Context: an optimization exercise on an open-source flow, tuned for small area, a short achievable clock period and few clock cycles per item. The choices shown serve that exercise and are no tape-out recipe. Only simulation tests tie the RTL to the original design; equivalence was not proved.

$ cat flow/run.sh
#!/bin/bash
# synth_recipe.tcl (not shown) runs the flow's synth.tcl, then flattens the netlist and writes it again
# the make line also repeats each setting of config.mk as NAME=value (left out here)
make -C /OpenROAD-flow-scripts/flow DESIGN_CONFIG=/design/flow/config.mk WORK_HOME=/design/flow/orfs CLKGATE_MAP_FILE= SYNTH_SCRIPT=/design/flow/synth_recipe.tcl finish
$ cat flow/config.mk
export PLATFORM = sky130hd
export DESIGN_NAME = lc4_processor
export DESIGN_NICKNAME = lc4_processor
export VERILOG_FILES = /design/flow/design.v
export SDC_FILE = /design/flow/constraint.sdc
export NUM_CORES = 4
export LEC_CHECK = 0
export CAP_MARGIN = 20
export CORE_MARGIN = 2
export CORE_UTILIZATION = 30
export SLEW_MARGIN = 20
$ cat flow/constraint.sdc
create_clock -name core_clock -period 70.0 [get_ports {clk}]
set_input_delay 14.0000 -clock core_clock [delete_from_list [all_inputs] [get_ports {clk}]]
set_output_delay 14.0000 -clock core_clock [all_outputs]
set_load 0.01 [all_outputs]
$ cat flow/design.v
`timescale 1ns / 1ps
`default_nettype none
module Nbit_reg #(parameter n=1, r=0)
   (input  wire [n-1:0] in,
    output wire [n-1:0] out,
    input  wire         clk,
    input  wire         we,
    input  wire         gwe,
    input  wire         rst
    );
   reg [n-1:0] state;
   assign out = state;
   always @(posedge clk) 
     begin 
       if (gwe & rst) 
         state <= r;
       else if (gwe & we) 
         state <= in; 
     end
endmodule
`timescale 1ns / 1ps
`default_nettype none
module decoder  ( sel, hotwire);
    parameter s = 3;
    localparam l = 2**s;
    input wire [s-1:0] sel;
    output wire [l-1:0] hotwire;
    generate 
    genvar i;
 	for (i = 0; i < l; i = i + 1)
  	    begin
		assign hotwire[i] = (sel == i);
            end
    endgenerate 
endmodule
module mux_hotwire_1B(hotwire, in, out);
    parameter s = 3;
    localparam l = 2**s;
    input wire [l-1:0] hotwire, in;
    wire [l - 1:0] temp;
    output wire out;
    assign temp = hotwire & in;
    assign out = |temp;
endmodule
module mux_hotwire (hotwire, in, out);
    parameter s = 3;  
    parameter  n = 16;   
    localparam l = 2**s;  
    localparam  l_1 = l -1;
    localparam  k = n * l;  
    input wire [l_1:0] hotwire;
    input wire [k-1:0] in;
    output wire [n-1:0] out;
    generate 
    genvar i,j;
 	for (i = 0; i < n; i = i + 1)
  	    begin
              wire  [l_1:0] oneBitInput; 
    	      for (j = 0; j < l; j = j + 1)
			begin
                    	   assign oneBitInput[j] = in[j*n + i];
                        end
              mux_hotwire_1B  thisMux(.hotwire(hotwire), .in(oneBitInput),
				.out(out[i]));
              defparam thisMux.s = s; 
            end
    endgenerate
endmodule 
module multiplex (sel, in, out);
    parameter   s = 3;  
    parameter   n = 16;   
    localparam  l = 2**s;  
    localparam  k = n * l;  
    input wire [s - 1:0] sel;
    input wire [k - 1:0] in;
    output wire [n - 1 :0] out;
    wire      [l - 1:0]  hotwire;
    decoder decode(.sel(sel), .hotwire(hotwire));
    defparam    decode.s = s;
    mux_hotwire muxSel(.hotwire(hotwire), .in(in), .out(out));
    defparam   muxSel.s = s;
    defparam   muxSel.n = n;
endmodule
module multiplex2 (sel, in, out);
    parameter   s = 3;  
    parameter   n = 16;   
    localparam  l = 2**s;  
    localparam  k = n * l;  
    input wire [s - 1:0] sel;
    input wire [k - 1:0] in;
    output reg  [n - 1 :0] out;
    always  @(sel, in)
	begin
	  out = in[sel*n +: n];
	end  
endmodule
module merge2(a, b, out);
	parameter n = 16;
  	localparam max = 2*n;
	input wire  [n-1:0] a;
	input wire  [n-1:0] b;
	output wire [max -1:0] out;
        assign out = {b, a};
endmodule
module merge4(a, b, c, d,  out);
	parameter n = 16;
  	localparam max = 4*n;
	input wire  [n-1:0] a;
	input wire  [n-1:0] b;
	input wire  [n-1:0] c;
	input wire  [n-1:0] d;
	output wire [max -1:0] out;
        assign out = {d, c, b, a};
endmodule
module merge8(a, b, c, d, e, f, g, h, out);
	parameter n = 16;
  	localparam max = 8*n;
	input wire  [n-1:0] a;
	input wire  [n-1:0] b;
	input wire  [n-1:0] c;
	input wire  [n-1:0] d;
	input wire  [n-1:0] e;
	input wire  [n-1:0] f;
	input wire  [n-1:0] g;
	input wire  [n-1:0] h;
	output wire [max -1:0] out;
        assign out = {h, g, f, e, d, c, b, a};
endmodule
module merge16(a, b, c, d, e, f, g, h,
	       i, j, k, l, m, n, o, p, out);
	parameter w = 16;
  	localparam max = 16 * w;
	input wire  [w - 1:0] a, b, c, d, e, f, g, h;
	input wire  [w - 1:0] i, j, k, l, m, n, o, p;
	output wire [max -1:0] out;
        assign out = {p, o, n, m, l, k, j, i, h, g, f, e, d, c, b, a};
endmodule
`timescale 1ns / 1ps
module gp1(input wire a, b,
           output wire g, p);
   assign g = a & b;
   assign p = a | b;
endmodule
module mergegp(input wire ga, pa, gb, pb, output wire gout, pout);
    assign gout = gb | pb & ga;
    assign pout = pa & pb;
endmodule
module c_gp(input wire g, p, cin, output wire cout);
    assign cout  = g | p & cin;
endmodule
module gp4(input wire [3:0] gin, pin,
           input wire cin,
           output wire gout, pout,
           output wire [2:0] cout);
   wire  [3:0] g, p;
   assign g[0] = gin[0];
   assign p[0] = pin[0];
   genvar i;
   generate
   	for (i = 0; i < 3; i = i + 1) begin
   	     mergegp gp(.ga(g[i]), .pa(p[i]) ,.gb(gin[i+1]) , 
			.pb(pin[i+1]), .gout(g[i+1]), .pout(p[i+1]));
   	end
   endgenerate
   assign cout[0] = g[0] | p[0] & cin;
   assign cout[1] = g[1] | p[1] & cin;
   assign cout[2] = g[2] | p[2] & cin; 
   assign gout = g[3];
   assign pout = p[3];
endmodule
module cla16
  (input wire [15:0]  a, b,
   input wire         cin,
   output wire [15:0] sum);
   parameter N = 4;
   wire [15:0] gin, pin, ca_in;
   assign ca_in[0] = cin;
   genvar i;
   generate
   	for (i=0; i < 16; i = i + 1) begin
	   	gp1   gp(.a(a[i]), .b(b[i]), .g(gin[i]), .p(pin[i]));
   	end
   endgenerate
   wire [N:0] gint, pint;
   genvar k;
   generate
   	for (k = 0; k < N; k = k + 1) begin
   		gp4  m(.gin(gin[N*k + 3:N*k]), .pin(pin[N*k + 3:N*k]), 
		  .cin(ca_in[N*k]), .gout(gint[k]), .pout(pint[k]), 
		  .cout(ca_in[N*k + 3:N*k + 1]));
   	end
   endgenerate
   gp4  m03(.gin(gint[3:0]), .pin(pint[3:0]), .cin(ca_in[0]), 
                   .gout(gint[N]), .pout(pint[N]), 
        	   .cout({ca_in[3*N], ca_in[2*N], ca_in[1*N]}));
   assign   sum = gin ^ pin ^ ca_in; 
endmodule
module gpn
  #(parameter N = 4)
  (input wire [N-1:0] gin, pin,
   input wire  cin,
   output wire gout, pout,
   output wire [N-2:0] cout);
   wire  [N-1:0] g, p;
   assign g[0] = gin[0];
   assign p[0] = pin[0];
   genvar i;
   generate
   	for (i = 0; i < N-1; i = i + 1) begin
   	     mergegp gp(.ga(g[i]), .pa(p[i]) ,.gb(gin[i+1]) , 
			.pb(pin[i+1]), .gout(g[i+1]), .pout(p[i+1]));
            c_gp    ccomp( .g(g[i]), .p(p[i]), .cin(cin), .cout(cout[i])); 
   	end
   endgenerate
   assign gout = g[N-1];
   assign pout = p[N-1];
endmodule
module cla64
  (input wire [63:0]  a, b,
   input wire         cin,
   output wire [63:0] sum);
   parameter N = 8;
   wire [63:0] gin, pin, ca_in;
   assign ca_in[0] = cin;
   genvar i;
   generate
   	for (i=0; i < 64; i = i + 1) begin
	   	gp1   gp(.a(a[i]), .b(b[i]), .g(gin[i]), .p(pin[i]));
   	end
   endgenerate
   wire [N:0] gint, pint;
   genvar k;
   generate
   	for (k = 0; k < N; k = k + 1) begin
   		gpn #(N)  m(.gin(gin[N*k + 7:N*k]), .pin(pin[N*k + 7:N*k]), 
		  .cin(ca_in[N*k]), .gout(gint[k]), .pout(pint[k]), 
		  .cout(ca_in[N*k + 7:N*k + 1]));
   	end
   endgenerate
   gpn   m07(.gin(gint[7:0]), .pin(pint[7:0]), .cin(ca_in[0]), 
                   .gout(gint[N]), .pout(pint[N]), 
        	   .cout({ca_in[7*N], ca_in[6*N], ca_in[5*N], 
                       ca_in[4*N], ca_in[3*N], ca_in[2*N], 
                       ca_in[1*N]}));
   defparam m07.N = N;
   assign   sum = gin ^ pin ^ ca_in; 
endmodule
module cla16Sub
  (input wire [15:0]  a, b,
   output wire [15:0] d);
   cla16  thisM(.a(a[15:0]), .b(~b[15:0]), .cin(1'b1), .sum(d[15:0]));
endmodule  
`timescale 1ns / 1ps
`default_nettype none
module lc4_divider(input  wire [15:0] i_dividend,
                   input  wire [15:0] i_divisor,
                   output wire [15:0] o_remainder,
                   output wire [15:0] o_quotient);
      parameter N = 16;
      localparam N_1 = N - 1;
      localparam N_2 =N - 2;
      localparam srt = N_2 *N;
      localparam stp = srt + N_1;
      localparam k = 0;
      localparam kn = N;
      wire [stp:0] remainder, dividend, quotient;
      lc4_divider_one_iter div0(.i_dividend(i_dividend), .i_divisor(i_divisor),
		.i_remainder(15'h0), .i_quotient(15'h0),
		.o_dividend(dividend[N_1:0]), .o_remainder(remainder[N_1:0]),
		.o_quotient(quotient[N_1:0])); 
      genvar i;
      generate
          for (i = 0; i < N_2; i = i + 1)
            begin
               localparam   k = i*N;
               localparam  kn = (i+1)*N;
               lc4_divider_one_iter div(.i_dividend(dividend[N_1+ k:k]), 
                   .i_divisor(i_divisor), .i_remainder(remainder[N_2+ k:k]), 
                   .i_quotient(quotient[N_2+ k:k]), .o_dividend(dividend[N_1+ kn:kn]), 
                   .o_remainder(remainder[N_1+ kn:kn]), .o_quotient(quotient[N_1+ kn:kn])); 
            end
      endgenerate
      lc4_divider_one_iter div1(.i_dividend(dividend[stp:srt]), .i_divisor(i_divisor),
		.i_remainder(remainder[stp-1:srt]), .i_quotient(quotient[stp-1:srt]),
		.o_dividend(), .o_remainder(o_remainder),
		.o_quotient(o_quotient)); 
endmodule  
module lc4_divider_one_iter(input  wire [15:0] i_dividend,
                            input  wire [15:0] i_divisor,
                            input  wire [14:0] i_remainder,
                            input  wire [14:0] i_quotient,
                            output wire [15:0] o_dividend,
                            output reg  [15:0] o_remainder,
                            output reg  [15:0] o_quotient);
       wire [15:0] rem, newRem, quotientShift;
       assign  rem  = (i_remainder << 16'h1) | 
	     			(i_dividend>> 16'hF) & 16'h1;
       cla16Sub claSub(.a(rem), .b(i_divisor), .d(newRem));
       assign quotientShift = i_quotient << 16'h1; 
       always @(quotientShift, i_divisor, i_remainder, rem, newRem)
       begin 
           if ( i_divisor == 16'h0) 
               begin
                 o_remainder = 16'h0;
                 o_quotient  = 16'h0;
               end
           else
               begin
                 if ( rem < i_divisor)
           	     begin
              	       o_quotient  = quotientShift;
                       o_remainder = rem;
                     end
                 else
                     begin
              	       o_quotient  = quotientShift | 16'h1;
                       o_remainder = newRem;
                     end
               end
       end 
       assign o_dividend = i_dividend << 16'h1;
endmodule 
module lc4_divider_one_iter2(input  wire [15:0] i_dividend,
                            input  wire [15:0] i_divisor,
                            input  wire [15:0] i_remainder,
                            input  wire [15:0] i_quotient,
                            output wire [15:0] o_dividend,
                            output wire  [15:0] o_remainder,
                            output wire  [15:0] o_quotient);
       wire [15:0] rem, newRem;
       assign rem = (i_remainder << 16'h1) | (i_dividend>> 16'hF) & 16'h1;
       wire  remTooSmall = rem < i_divisor;
       wire  div0 = i_divisor == 16'h0;
       cla16Sub claSub(.a(rem), .b(i_divisor), .d(newRem)); 
       assign o_remainder =(div0)? 16'h0:
                    (remTooSmall)? rem:  
                                      newRem;
       assign o_quotient = (div0)? 16'h0:
                    (remTooSmall)? i_quotient << 16'h1 :
                                  i_quotient << 16'h1 |16'h1;
       assign o_dividend = i_dividend << 16'h1;  
endmodule
`timescale 1ns / 1ps
`default_nettype none
module mux2to1_16bit( input wire s, input wire [15:0] a, input wire [15:0] b,
                   output wire [15:0] y);
	wire [2*16-1:0] grouped;
        merge2  #(.n(16)) m2(.a(a), .b(b), .out(grouped));
        multiplex #(.s(1), .n(16)) mp(.sel(s), .in(grouped), .out(y));
endmodule
module mux8to1_16bit( input wire[2:0] s, input wire [15:0] a, 
                      input wire [15:0] b, input wire [15:0] c, 
                      input wire [15:0] d, input wire [15:0] e, 
                      input wire [15:0] f, input wire [15:0] g, 
                      input wire [15:0] h, output wire [15:0] y);
	wire [8*16-1:0] grouped;
        merge8  #(.n(16)) m8(.a(a), .b(b),  .c(c), .d(d), 
		.e(e), .f(f), .g(g), .h(h), .out(grouped));
        multiplex #(.s(3), .n(16)) mp(.sel(s), .in(grouped), .out(y));
endmodule
module mux4to1_16bit( input wire[1:0] s, input wire [15:0] a, 
                      input wire [15:0] b, input wire [15:0] c, 
                      input wire [15:0] d, output wire [15:0] y);
	wire [4*16-1:0] grouped;
        merge4  #(.n(16)) m4(.a(a), .b(b),  .c(c), .d(d), 
		 		.out(grouped));
        multiplex #(.s(2), .n(16)) mp(.sel(s), .in(grouped), .out(y));
endmodule
module mux4to1_1bit( input wire[1:0] s, input wire  a, 
                      input wire  b, input wire  c, 
                      input wire  d, output wire  y);
	wire [4*1-1:0] grouped;
        merge4  #(.n(1)) m4(.a(a), .b(b),  .c(c), .d(d), 
		 		.out(grouped));
        multiplex #(.s(2), .n(1)) mp(.sel(s), .in(grouped), .out(y));
endmodule
module sext (a, signExtend);
      parameter N = 9;
      parameter W = 16;
      localparam N_1 = N -1;
      localparam W_1  = W-1;
      input wire [N_1:0] a;
      output wire [W_1:0] signExtend;
      wire [N_1:0]   imm;
      assign imm = a[N_1:0];
      localparam pd = W - N;
      wire   s = a[N_1];
      assign signExtend = { { pd {s}}, imm};
endmodule
module pad (a, y);
      parameter N = 9;
      parameter W = 16;
      localparam N_1 = N - 1;
      localparam W_1 = W - 1;
      input wire [N_1:0] a; 
      output wire [W_1:0] y;
      localparam pd = W - N;
      wire   s = 1'b0;
      assign y = { { pd {s}}, a};
endmodule
module compareUnsigned(input wire [15:0] a, input wire [15:0] b, output
			wire [15:0] result);
	wire greaterThan = (a > b);
        wire lessThan    = (a < b);
        assign result = greaterThan? 16'h1:( lessThan? 16'hFFFF:16'h0);
endmodule
module compareSigned(input wire signed [15:0] a, input wire signed [15:0] b, output
			wire [15:0] result);
	wire greaterThan = (a > b);
        wire lessThan    = (a < b);
        assign result = greaterThan? 16'h1:( lessThan? 16'hFFFF:16'h0);
endmodule
module compare(input wire[8:0] imm_ins, input wire [15:0] a, 
	input wire  [15:0] b, output wire [15:0] result);
         	wire [15:0]  imm7, uimm7, cmp, cmpu, cmpi, cmpiu;
                pad   u7 (.a(imm_ins[6:0]), .y(uimm7));
                defparam u7.N = 7;
                sext  i7 (.a(imm_ins[6:0]), .signExtend(imm7));
                defparam i7.N = 7;
                compareSigned cmp1( .a(a), .b(b), .result(cmp));
                compareUnsigned cmpu1 (.a(a), .b(b), .result(cmpu));
                compareSigned cmp2(.a(a), .b(imm7), .result(cmpi));
                compareUnsigned cmpu2( .a(a), .b(uimm7), .result(cmpiu));
                mux4to1_16bit   outR( .s(imm_ins[8:7]), .a(cmp), .b(cmpu),
					.c(cmpi), .d(cmpiu), .y(result)); 
endmodule                
module jsr (input  wire [11:0] imm_ins,
               input  wire   pc15,
               input  wire [15:0]  i_r1data,
               output wire  [15:0] o_result);
       wire [15:0] pcVal;
       assign pcVal = { pc15,  imm_ins[10:0], 4'b0};
       wire sel  = imm_ins[11];
       wire  [2*16 -1 :0] merged; 
       merge2  m2(.a(i_r1data), .b(pcVal), .out(merged));
       defparam m2.n = 16; 
       multiplex    m2To1(.sel(sel), .in(merged), .out(o_result));
       defparam    m2To1.n = 16;
       defparam    m2To1.s = 1;
endmodule
module hiconst (input  wire [7:0] uimm,
               input  wire [7:0]  constv,
               output wire  [15:0] o_result);
       assign o_result = {uimm, constv};
endmodule
module trap (input  wire [7:0] immediatePC,
               output wire  [15:0] o_result);
       assign o_result = { 8'h80, immediatePC};
endmodule
module multDivideMod(input  wire [15:0]  i_r1data,
               input  wire  [15:0]  i_r2data,
               output wire [15:0]  multab,
               output wire [15:0] divab,   
               output wire [15:0] modab);   
       assign multab = i_r1data * i_r2data;
       lc4_divider lc4div(.i_dividend(i_r1data), .i_divisor(i_r2data),
		.o_remainder(modab), .o_quotient( divab));
endmodule
module logicalOps( input wire immediateAnd, input wire[15:0] i_r1data, 
                   input wire [15:0] i_r2data, input wire [15:0] sext5,
		   output wire[15:0] o_result);
      wire [15:0] andprod, orprod, xorprod,  secondInput, notvalue;
      assign          orprod   = i_r1data | i_r2data;
      assign          notvalue = ~i_r1data;
      assign         xorprod   = i_r1data ^ i_r2data;
      wire [31:0] sext5_i_r2;
      merge2   #( .n(16))  m2(.a(i_r2data), .b(sext5), .out(sext5_i_r2));
      multiplex    #(.s(1), .n(16))  selectAndInput  (.sel(immediateAnd), .in(sext5_i_r2), 
			.out(secondInput));
      assign         andprod = i_r1data & secondInput;
      wire        [1:0] control = immediateAnd? 2'b0: sext5[4:3];
      wire [63:0] logicalChoices;
      merge4 #(.n(16)) m4(.a(andprod), .b(notvalue), .c(orprod), .d(xorprod),
			.out(logicalChoices));
      multiplex  #(.s(2), .n(16)) selectLogical(.sel(control),
		.in(logicalChoices), .out(o_result));
endmodule
module shiftOps( input wire [5:0] ins_imm, input wire[15:0] i_r1data, 
                   input wire [15:0] mod,
		   output wire[15:0] o_result);
      wire [15:0] sll, srl;
      wire signed [15:0] sra, i_r1Signed;
      assign i_r1Signed = i_r1data;
      wire [3:0] uimm4 = ins_imm[3:0];
      wire [1:0] control = ins_imm[5:4];
      assign          sll   = i_r1data << uimm4;
      assign          sra   = i_r1Signed >>> uimm4;
      assign          srl   = i_r1data >> uimm4;
       mux4to1_16bit selectShift( .s(control), .a(sll), .b(sra),
				.c(srl),  .d(mod), .y(o_result));
endmodule
module selectInstruction( s,  br, arth, cmp, jsr, log,  ldstr,  rti, constv,
		shift, jmp, hiconst, trap, o_result);
	input wire [4 -1:0] s;
	input wire [16 -1:0] br, arth, cmp, jsr, log, ldstr, rti, 
		constv, shift, jmp, hiconst, trap;
	output wire [16-1 :0] o_result;
        wire [16 *16-1:0] grouped;
        merge16  #(.w(16)) m16(.a(br), .b(arth),    .c(cmp),    .d(16'h0),
				      .e(jsr), .f(log),     .g(ldstr),  .h(ldstr),
                                      .i(rti), .j(constv),   .k(shift),  .l(16'h0),
                                      .m(jmp), .n(hiconst), .o(16'h0), .p(trap), 
		 		               .out(grouped));
        multiplex #(.s(4), .n(16)) mp(.sel(s),
				.in(grouped), .out(o_result));
endmodule
module AddOutput(input  wire [10:0] imm11,
               input  wire  [2:0]   control,
               input  wire [15:0]  i_pc,
               input  wire [15:0]  i_r1data,
               input  wire  [15:0]  i_r2data,
               output wire [15:0]   sextImm5,
               output wire [15:0]  sextImm9, 
               output wire  [15:0] o_result);
       wire [15:0] aInput, bIn, nb, sextImm6, sextImm11;
       wire [2:0]  bsel;
       wire       a_r1, sub, immedAdd, arith, jmp, cin;
       assign a_r1 = control[1] | control[0];
       assign    arith   = control[1:0] == 2'b01;
       assign   immedAdd =  arith & imm11[5];
       assign   jmp      = control[2];
       assign    sub = arith & ( imm11[5:4] == 2'b01);
       assign    cin = ~a_r1 | sub;
       assign   bsel[0] = cin; 
       assign   bsel[1] = jmp | immedAdd;
       assign   bsel[2] = arith;
       mux2to1_16bit aIn( .s(a_r1), .a(i_pc), .b(i_r1data), .y(aInput));
       assign nb  = ~i_r2data;
       sext sextAdd ( .a(imm11[4:0]), .signExtend(sextImm5));
       defparam sextAdd.N = 5;
       sext im9 (.a(imm11[8:0]), .signExtend(sextImm9));
       defparam im9.N = 9;
       sext im6 (.a(imm11[5:0]), .signExtend(sextImm6));
       defparam im6.N = 6;
       sext im11 (.a(imm11), .signExtend(sextImm11));
       defparam im11.N = 11;
       mux8to1_16bit selectBAdd( .s(bsel), .a(sextImm6), .b(sextImm9),
		.c(16'h0), .d(sextImm11), .e(i_r2data), .f(nb), .g(sextImm5), 
                .h(16'h0), .y(bIn)); 
       cla16  addSum(.a(aInput), .b(bIn), .cin(cin), .sum(o_result));
endmodule   
module lc4_alu(input  wire [15:0] i_insn,
               input  wire [15:0]  i_pc,
               input  wire [15:0]  i_r1data,
               input  wire  [15:0]  i_r2data,
               output wire [15:0] o_result);   
       wire [3:0] op = i_insn[15:12];
       wire [15:0]   multab, divab, modab, sextImm5, sextImm9, addout, 
                     arithmetic, Rs, firstInput, logicalOut, shiftOut, compare,
		     jsrVal, jmp, hiconstVal, trapVal; 
       wire [1:0]    selMultDivide;
       wire         immediateAdd = i_insn[5]; 
       wire          cin;
       wire [2:0]    cntrl = {i_insn[15], i_insn[13:12]};
       AddOutput  addRoutines(.imm11(i_insn[10:0]),.control(cntrl), .i_pc(i_pc), .i_r1data( i_r1data),
                  .i_r2data(i_r2data),  .sextImm5(sextImm5), .sextImm9(sextImm9), .o_result(addout));
       multDivideMod multdiv_mod(.i_r1data(i_r1data), .i_r2data(i_r2data), .multab(multab),
                      .divab(divab), .modab(modab));
       assign selMultDivide = i_insn[5]? 2'h0: i_insn[4:3];
       mux4to1_16bit selMultDivideAdd( .s(selMultDivide), .a(addout),
       		.b(multab), .c(addout),  .d(divab), .y(arithmetic));
       logicalOps logOps (.immediateAnd(i_insn[5]), .i_r1data(i_r1data), .i_r2data(i_r2data),
                         .sext5(sextImm5), .o_result(logicalOut));
       shiftOps   shiftOps1(.ins_imm(i_insn[5:0]), .i_r1data(i_r1data), .mod(modab), 
                                .o_result(shiftOut)); 
       compare      cmp1( .imm_ins(i_insn[8:0]), .a(i_r1data), .b(i_r2data), .result(compare));
       jsr        jsr1(.imm_ins(i_insn[11:0]), .pc15(i_pc[15]), .i_r1data(i_r1data),
			.o_result(jsrVal));  
       wire selJump = i_insn[11];
       mux2to1_16bit jmpSel(.s(selJump), .a(i_r1data), .b(addout), .y(jmp));
       hiconst    hiV1(.uimm(i_insn[7:0]), .constv(i_r1data[7:0]),
				.o_result(hiconstVal));
       trap      trap1(.immediatePC(i_insn[7:0]), .o_result(trapVal));
       selectInstruction sInstr(.s(op), .br(addout), .arth(arithmetic), .cmp(compare),
		.jsr(jsrVal), .log(logicalOut), .ldstr(addout), .rti(i_r1data),
		.constv(sextImm9), .shift(shiftOut), .jmp(jmp),
		.hiconst(hiconstVal), .trap(trapVal),
		.o_result(o_result));
endmodule
`timescale 1ns / 1ps
`default_nettype none
module lc4_regfile #(parameter n = 16,  s = 3)
   (input  wire         clk,
    input  wire         gwe,
    input  wire         rst,
    input  wire [s-1:0] i_rs,       
    output wire [n-1:0] o_rs_data,  
    input  wire [s-1:0] i_rt,       
    output wire [n-1:0] o_rt_data,  
    input  wire [s-1:0] i_rd,       
    input  wire [n-1:0] i_wdata,    
    input  wire         i_rd_we     
    );
    localparam l = 2**s;   
    localparam k = l * n;  
    wire [k-1:0] regOut;   
    wire [l-1:0] hotwire;  
    wire [l-1:0] we, we_all;  
    decoder decode(.sel(i_rd), .hotwire(hotwire));
    defparam  decode.s = s;
    assign  we_all = {l {i_rd_we}};  
    assign we = hotwire & we_all;   
    generate 
    genvar i;
       for (i = 0; i < l; i = i + 1)
	    begin
 		localparam regMax = (i + 1) * n -1;
                localparam regMin = i * n;
		Nbit_reg  oneReg(.in(i_wdata), .out(regOut[regMax:regMin]),
			.clk(clk), .we(we[i]), .gwe(gwe), .rst(rst));
		defparam oneReg.n = n;
            end
    endgenerate
    multiplex  rsMux(.sel(i_rs), .in(regOut), .out(o_rs_data));
    defparam   rsMux.s = s;  
    defparam   rsMux.n = n;  
    multiplex rtMux(.sel(i_rt), .in(regOut), .out(o_rt_data));
    defparam   rtMux.s = s;  
    defparam   rtMux.n = n;  
endmodule 
`timescale 1ns / 1ps
`default_nettype none
module lc4_decoder(input  wire [15:0] insn,                
                   output wire [ 2:0] r1sel,               
                   output wire        r1re,                
                   output wire [ 2:0] r2sel,               
                   output wire        r2re,                
                   output wire [ 2:0] wsel,                
                   output wire        regfile_we,          
                   output wire        nzp_we,              
                   output wire        select_pc_plus_one,  
                   output wire        is_load,             
                   output wire        is_store,            
                   output wire        is_branch,           
                   output wire        is_control_insn      
                   );
   wire [3:0] opcode = insn[15:12];
   assign     is_branch = (opcode == 4'b0000 & insn != 0);
   wire       is_arith = (opcode == 4'b0001);
   wire       is_add = (is_arith & (insn[5:3] == 3'b000));
   wire       is_mul = (is_arith & (insn[5:3] == 3'b001));
   wire       is_sub = (is_arith & (insn[5:3] == 3'b010));
   wire       is_div = (is_arith & (insn[5:3] == 3'b011));
   wire       is_addi = (is_arith & insn[5]);
   wire       is_compare = (opcode == 4'b0010);
   wire       is_cmp = (is_compare & (insn[8:7] == 2'b00));
   wire       is_cmpu = (is_compare & (insn[8:7] == 2'b01));
   wire       is_cmpi = (is_compare & (insn[8:7] == 2'b10));
   wire       is_cmpiu = (is_compare & (insn[8:7] == 2'b11));
   wire       is_jsr = (insn[15:11] == 5'b01001);
   wire       is_jsrr = (insn[15:11] == 5'b01000);
   wire       is_logic = (opcode == 4'b0101);
   wire       is_and = (is_logic & (insn[5:3] == 3'b000));
   wire       is_not = (is_logic & (insn[5:3] == 3'b001));
   wire       is_or = (is_logic & (insn[5:3] == 3'b010));
   wire       is_xor = (is_logic & (insn[5:3] == 3'b011));
   wire       is_andi = (is_logic & insn[5]);
   wire       is_ldr = (opcode == 4'b0110);
   wire       is_str = (opcode == 4'b0111);
   wire       is_rti = (opcode == 4'b1000);
   wire       is_const = (opcode == 4'b1001);
   wire       is_shift = (opcode == 4'b1010);
   wire       is_sll = (is_shift & (insn[5:4] == 2'b00));
   wire       is_sra = (is_shift & (insn[5:4] == 2'b01));
   wire       is_srl = (is_shift & (insn[5:4] == 2'b10));
   wire       is_mod = (is_shift & (insn[5:4] == 2'b11));
   wire       is_jmpr = (insn[15:11] == 5'b11000);
   wire       is_jmp = (insn[15:11] == 5'b11001);
   wire       is_hiconst = (opcode == 4'b1101);
   wire       is_trap = (opcode == 4'b1111);
   assign r1sel = (is_compare | is_hiconst) ? insn[11:9] :   
   (is_rti) ? 3'd7 : insn[8:6];
   assign r1re = is_arith | 
   is_compare | 
   is_jsrr | 
   is_logic | 
   is_ldr | 
   is_str | 
   is_rti | 
   is_shift | 
   is_jmpr |
   is_hiconst
   ;
   assign r2sel = (is_str) ? insn[11:9] : insn[2:0];  
   assign r2re = is_add | is_mul |  is_sub | is_div |
   is_cmp | is_cmpu |
   is_and | is_or | is_xor |
   is_str |
   is_mod;
   assign wsel = (is_jsr | is_jsrr | is_trap) ? 3'd7 : insn[11:9];   
   assign regfile_we = is_arith | is_jsr | is_jsrr | is_logic | is_ldr | is_const | is_shift | is_hiconst | is_trap;
   assign nzp_we = regfile_we |  is_compare; 
   assign select_pc_plus_one = is_trap | is_jsrr | is_jsr;
   assign is_load = is_ldr;
   assign is_store = is_str;
   assign is_control_insn =  is_jsr | is_jsrr | is_rti | is_jmpr | is_jmp | is_trap;
endmodule
`timescale 1ns / 1ps
`default_nettype none
module lc4_branch( input wire [2:0] insnbr,    
		   input wire [2:0]  nzp,      
		     output wire takeBranch);  
   wire [3:0] insnbr4, nzp4;
   assign insnbr4 = { 1'b0, insnbr};
   assign nzp4    = { 1'b0, nzp};
   mux_hotwire  #(.s(2), .n(1)) mhw(.hotwire(insnbr4), 
			.in(nzp4), .out(takeBranch));
endmodule 
module lc4_nzp( input wire [15:0] cmp,   
                 output wire [2:0] nzp);  
    assign nzp[2] = cmp[15];  
    assign nzp[1] = ~|cmp[15:0];   
    assign nzp[0] = ~cmp[15] & (|cmp[14:0]); 
endmodule
module lc4_processor
   (input  wire        clk,                 
    input  wire        rst,                 
    input  wire        gwe,                 
    output wire [15:0] o_cur_pc,            
    input  wire [15:0] i_cur_insn,          
    output wire [15:0] o_dmem_addr,         
    input  wire [15:0] i_cur_dmem_data,     
    output wire        o_dmem_we,           
    output wire [15:0] o_dmem_towrite,      
    output wire [1:0]  test_stall,          
    output wire [15:0] test_cur_pc,         
    output wire [15:0] test_cur_insn,       
    output wire        test_regfile_we,     
    output wire [2:0]  test_regfile_wsel,   
    output wire [15:0] test_regfile_data,   
    output wire        test_nzp_we,         
    output wire [2:0]  test_nzp_new_bits,   
    output wire        test_dmem_we,        
    output wire [15:0] test_dmem_addr,      
    output wire [15:0] test_dmem_data,      
    input  wire [7:0]  switch_data,         
    output wire [7:0]  led_data             
    );
   assign led_data = switch_data;
   assign test_stall = 2'b0; 
   assign test_cur_insn = i_cur_insn;
   wire [15:0]   pc;       
   wire [15:0]   next_pc;  
   Nbit_reg #(16, 16'h8200) pc_reg (.in(next_pc), .out(pc), .clk(clk), .we(1'b1), .gwe(gwe), .rst(rst));
   wire                      loadCntrl;         
   wire                      storeCntrl;        
   wire                      branchCntrl;       
   wire                      insnCntrl;         
   wire                      branchAsserted;    
   wire                      pcMuxSel;          
   wire [3 - 1:0]    NZPCurrBits;       
   wire	                     branchTrue;        
   wire [3 - 1:0]    r1SelAddr;         
   wire [3 - 1:0]    r2SelAddr;         
   wire [3 - 1:0]    regWriteSel;       
   wire                      regWriteEn;        
   wire                      nzpWriteEn;        
   wire                      pcPlusOneWrite;    
   wire [16 - 1:0]   PCPlusOneData;     
   wire [16 - 1:0]   regfileWriteData;  
   wire [16 - 1:0]   o_rs_data;         
   wire [16 - 1:0]   o_rt_data;         
   wire                      memAddrSel;        
   wire [16 - 1:0]   lc4AluOut;         
   wire [3 - 1:0]    NZP_new_bits;      
   wire [2*1- 1:0] RegMuxSel;         
   wire [2*1- 1:0] DataMuxSel;        
   wire [2*16 - 1:0] pcMuxIn;           
   wire [4*16 - 1:0] dataMuxIn;         
   wire [2*16 - 1:0] addressMuxIn;      
   wire [4*16 - 1:0] registerMuxIn;     
   assign test_cur_pc = pc;
   assign    o_cur_pc = pc;
   lc4_decoder lc4Decode(.insn(i_cur_insn), .r1sel(r1SelAddr), .r1re(),
			.r2sel(r2SelAddr), .r2re(), .wsel(regWriteSel),
			.regfile_we(regWriteEn), .nzp_we(nzpWriteEn), 
			.select_pc_plus_one(pcPlusOneWrite),
			.is_load(loadCntrl), .is_store(storeCntrl),
			.is_branch(branchCntrl), .is_control_insn(insnCntrl));
   assign test_regfile_wsel = regWriteSel;
   assign test_regfile_we = regWriteEn;
   assign test_nzp_we     = nzpWriteEn;
   assign test_dmem_we = storeCntrl;
   assign o_dmem_we = storeCntrl;
   assign memAddrSel = storeCntrl | loadCntrl;
   lc4_branch   lc4Branch(.insnbr(i_cur_insn[11:9]), .nzp(NZPCurrBits),
				.takeBranch(branchAsserted));
   lc4_regfile #(.s(3), .n(16)) lc4Regfile(.clk(clk), 
			.gwe(gwe), .rst(rst), 
		.i_rs(r1SelAddr), .o_rs_data(o_rs_data), 
		.i_rt(r2SelAddr), .o_rt_data(o_rt_data),
		.i_rd(regWriteSel), .i_wdata(regfileWriteData), 
		.i_rd_we(regWriteEn));
   assign o_dmem_towrite = o_rt_data;
   assign branchTrue = branchCntrl & branchAsserted;
   assign pcMuxSel   = insnCntrl | branchTrue;
   cla16  claPC(.a(pc), .b(16'h0), .cin(1'b1),.sum(PCPlusOneData));
   merge2 #(.n(16)) pcMuxInMerge(.a(PCPlusOneData), .b(lc4AluOut), .out(pcMuxIn)); 
   multiplex #(.s(1), .n(16))  PC_Mux(.sel(pcMuxSel), .in(pcMuxIn), .out(next_pc));
   lc4_alu  LC4_ALU(.i_insn(i_cur_insn), .i_pc(pc), 
		     .i_r1data(o_rs_data), .i_r2data(o_rt_data),
		      .o_result(lc4AluOut));
   merge2 #(.n(1))  dataMuxSelMerge(.a( storeCntrl), 
			.b(loadCntrl), .out(DataMuxSel));
   merge4 #(.n(16)) dataMuxdataMerge(.a(16'h0), .b(o_rt_data), 
				.c(i_cur_dmem_data), .d(16'h0),
				.out(dataMuxIn));
   multiplex #(.s(2), .n(16)) Data_mux(.sel(DataMuxSel), 
                                              .in(dataMuxIn),
                                              .out(test_dmem_data));
   merge2  #(.n(16)) addressMuxMerge(.a(16'h0), .b(lc4AluOut),
				.out(addressMuxIn));
   multiplex #(.s(1), .n(16)) Address_Mux(.sel(memAddrSel), 
				.in(addressMuxIn), .out(o_dmem_addr));
   assign test_dmem_addr = o_dmem_addr;
   merge2 #(.n(1)) regMuxSel(.a(pcPlusOneWrite), .b(loadCntrl),
					.out(RegMuxSel));
   merge4 #(.n(16))  regMuxIn(.a(lc4AluOut), .b(PCPlusOneData),
				      .c(i_cur_dmem_data), .d(16'h0),
                                      .out(registerMuxIn));
   multiplex #(.s(2), .n(16)) Register_Mux( .sel(RegMuxSel), 
                                             .in(registerMuxIn), 
					     .out(regfileWriteData));
   assign test_regfile_data = regfileWriteData;
   lc4_nzp nzp_reducer(.cmp(regfileWriteData), .nzp(NZP_new_bits));
   assign test_nzp_new_bits = NZP_new_bits;
   Nbit_reg #( .n(3) , .r(0) ) NZP_register (.in(NZP_new_bits), 
     .out(NZPCurrBits), .clk(clk), .we(nzpWriteEn), .gwe(gwe), .rst(rst));
endmodule
==> notes.md <==
[state kept, by name (all words and copies together) (netlist names)]
| signal | cells |
|---|---|
| lc4Regfile.genblk1.oneReg.state | 128 |
| pc_reg.state | 16 |
| NZP_register.state | 3 |
[critical path, delay by kind of cell]
family / cells / cell delay [ns]
buffers and inverters: 21 / 3.92
and+or+nand+nor: 48 / 9.70
xor gates and xnor gates: 2 / 0.33
adders and majority gates: 23 / 7.23
muxes: 3 / 0.75
AOI/OAI and AO/OA: 96 / 18.14
[final timing paths]
| check | from | end | slack (ns) | cells after the start |
|---|---|---|---|---|
| setup / recovery | i_cur_insn[13] | test_nzp_new_bits[1] | 1.82 | 193 |
| hold reg to reg | NZP_register.state[2] | NZP_register.state[2] | 0.47 | 2 |
| setup reg to reg | lc4Regfile.genblk1[2].oneReg.state[11] | NZP_register.state[1] | 30.83 | 189 |
| hold / removal | NZP_register.state[2] | NZP_register.state[2] | 0.47 | 2 |
[stage by stage]
stage               std cells  hold slack (ns)  TNS (ns)  setup slack [ns]
CTS                      7158            0.462         0            0.0547
detailed placement       7123            0.449     -8.38             -1.15
global placement         7122            0.445     -1.69            -0.699
floorplan                5409            0.436         0              2.17
global route             7183            0.477    -0.140            -0.115
finish                   7184            0.465         0              1.82
[synthesized netlist by cell type, drive strengths merged (35+ instances only)]
master	count	area, µm²
o211ai	52	400
nand4	40	256
or2	46	288
xnor2	105	920
a211oi	149	1150
clkbuf	211	872
a21o	101	758
nand3	68	345
a21oi	415	2120
inv	536	2020
nor3	107	536
nand2	538	2020
o22ai	45	294
nor2b	43	269
dfxtp	147	2940
nand2b	150	938
fa	142	2840
ha	614	7680
a31oi	43	275
buf	219	1640
o21bai	63	473
o21a	35	263
mux2i	75	763
nor2	528	1980
o21ai	260	1310
xor2	94	823
[area by class of cell]
cell class,instances,area (µm²)
Clock buffer,20,447
Antenna cell,2,5.00
Fill cell,14100,86600
Inverter,544,2060
Clock inverter,12,214
Multi-Input combinational cell,4288,33000
Sequential cell,147,2940
Tap cell,1755,2200
Timing Repair Buffer,416,3640
[layout by cell type (no fill, tap or decap), types with 24 or more instances in the layout]
cell type	count
mux4_2	28
nand3_1	66
a21o_1	99
a31oi_1	40
a21oi_1	373
o21a_1	34
o21ai_0	230
dfxtp_1	147
o211ai_1	50
and2_1	26
mux2i_1	69
buf_4	231
fa_1	142
nand2b_1	149
inv_1	517
a22oi_1	24
o22ai_1	42
o31ai_1	31
xnor2_1	104
and3_1	27
nor2b_1	43
xor2_1	94
nor3_1	98
nor2_1	518
o21bai_1	47
or2_2	43
nand4_1	39
a21oi_2	35
clkdlybuf4s50_1	164
ha_1	613
nand2_1	533
a211oi_1	140
[kinds of logic (layout without fill, tap and decap cells)]
family	after synthesis	count (layout)	share of synthesized area (%)
xor+xnor	204	204	4.69
mux	128	128	4.33
flops	147	147	7.44
compound gates	1504	1505	25.5
buf+inv	975	992	11.6
other cells	2	19	0.0190
fa+ha+maj	756	756	26.6
simple gates	1678	1678	19.8
[repair_timing]
| item | 4_1_cts | 5_1_grt |
|---|---|---|
| hold endpoints to repair | 0 | 0 |
| hold buffers | 0 | 0 |
| setup buffers | 3 | 21 |
| gates resized for setup | 21 | 161 |
| gates cloned | 0 | 2 |
| setup endpoints to repair | 36 | 37 |
| pin swaps | 0 | 17 |
[layer usage]
| metal | up-vias | GRT usage, % |
|---|---|---|
| met2 | 2451 | 41.2 |
| met5 | - | 0 |
| met3 | 603 | 4.90 |
| li1 | 18700 | - |
| met4 | 6 | 14.4 |
| met1 | 20300 | 34.5 |
==> metrics.md <==
| Metric | Value |
|---|---|
| Outcome | complete, no violations |
| CP Capture Type | primary output |
| DR DRC count | 0 |
| Vias in the first global route | ~40000 |
| FFs w/ async S/R, synth | 0% |
| Num CTS Buffers | 17 |
| 1st-iter DRT viols | about 4600 |
| Worst-margin pin slew | ~1.1 ns |
| Seq/Total Area, Yosys | roughly 7.4% |
| Io pins | about 190 |
| Port Buffer Count | approximately 170 |
| Main synth FF type | dfxtp_1 |
| Ratio of cells with drive above 1 in the final layout | around 11% |
| Syn Area/Cell | 7.33 µm² |
| Post-synth EDFFs | 0 |
| Final Util | around a third |
| Root buffer cell | clkbuf_16 |
| Final setup violation count | 0 |
| Die Y | ~370 µm |
| Hold Fails Final Rpt | 0 |
| Core area | between 100000 and 150000 µm² |
| Initial Utilization | a little under a third |
| Slowest CP cell | or4b_2 |
| Synth unique cells | between 100 and 150 |
| Worst EP required | between 50 and 60 ns |
| Total wire length | ~190000 µm |
| Number of synthesized register bits | around 150 |
| Post-placement cell area | 42800 µm² |
| Final period utilization | a little under 100% |
| Rel. slew slack | slightly below 30% |
| Slew Limit Fails | 0 |
| Largest net degree at the start of global routing | 109 |
| CP most frequent cell | ha_1 |
| Startpoint types | input pin |
| First-pass DRT Iterations | 9 |
| TritonCTS clock tree | built |
| # H-tree levels | 4 |
| First-pass GRT wire length | 271000 µm |
| Congestion Overflow GR | 0 |
| Detail Placement HPWL | 137000 µm |
| Data arrival, critical path | roughly 54 ns |
| P&R area growth vs syn | 12.6% |
| DIE AREA | about 130000 µm² |
| Clock buffer depth | 2 |
| DR vias | around 42000 |
| Ys Warns | 4 |
| Worst Skew | between 0.01 and 0.015 ns |
| Clk Latency, worst-skew pair | 0.46 ns |
| DR WL met3 | about 18000 µm |
| Mapped cell area | 39500 µm² |
| Final min period | a little under 70 ns |
| Nets@finish | between 6000 and 7000 |
| DRT met1 WL | about 75000 µm |
| Number of core rows | 133 |
| Worst Path Max Fanout | 24 |
| Sink Count | around 150 |
| Top layer in use | met5 |
| Fmax | roughly 15 MHz |
| CTS clk-pin slew, worst paths | around 0.07 ns |
| CP Class | in -> out |
| Gate Count Post-Synth | around 5400 |
| Post-route ant nets | 0 |
| Wire per inst | about 26 µm |
| Metal2 WL | around 81000 µm |
| Hold Crit Class | reg -> reg |
| Final Cell Area | between 40000 and 50000 µm² |
| GRT Resource Usage Total | 26.5% |
| Initial antenna violation count | 9 |
| Max incr delay on CP | approximately 0.7 ns |
| Vias per inst | between 5 and 6 |
| Max Cap Viol | 0 |
| GPL Wtd Cong | 1.07 |
| Width of the die | between 300 and 400 µm |
Testbench counts, summed over its fixed seeds: cycles 160,000, insns 160,000.

re-timing with driven ports:
The flow's constraints put no driver on any port. The routed layout listed below was extracted and timed again, unchanged, in two steps. Step 1 (the two cells are an assumption about what drives the block):
set clk [get_ports {clk}]
set_driving_cell -lib_cell sky130_fd_sc_hd__clkbuf_16 $clk
set_driving_cell -lib_cell sky130_fd_sc_hd__buf_2 [delete_from_list [all_inputs] $clk]
Step 2 moves the port delays by t, midway between the first and last clock arrival at a register: inputs arrive t later, outputs are due t later. That takes back most of the time a late clock gives input paths. Three values: ideal ports, drivers, drivers and shift; two values: the first two.
t (ns): 0.495
slack for setup (ns): 1.817 / 1.786 / 1.786
hold WS [ns]: 0.465 / 0.465 / 0.465
worst setup path at the end: input to output
After both steps setup and hold are still met in this run. The setup slack of this run moves by -0.031 ns with the drivers and by -0.031 ns with both steps.
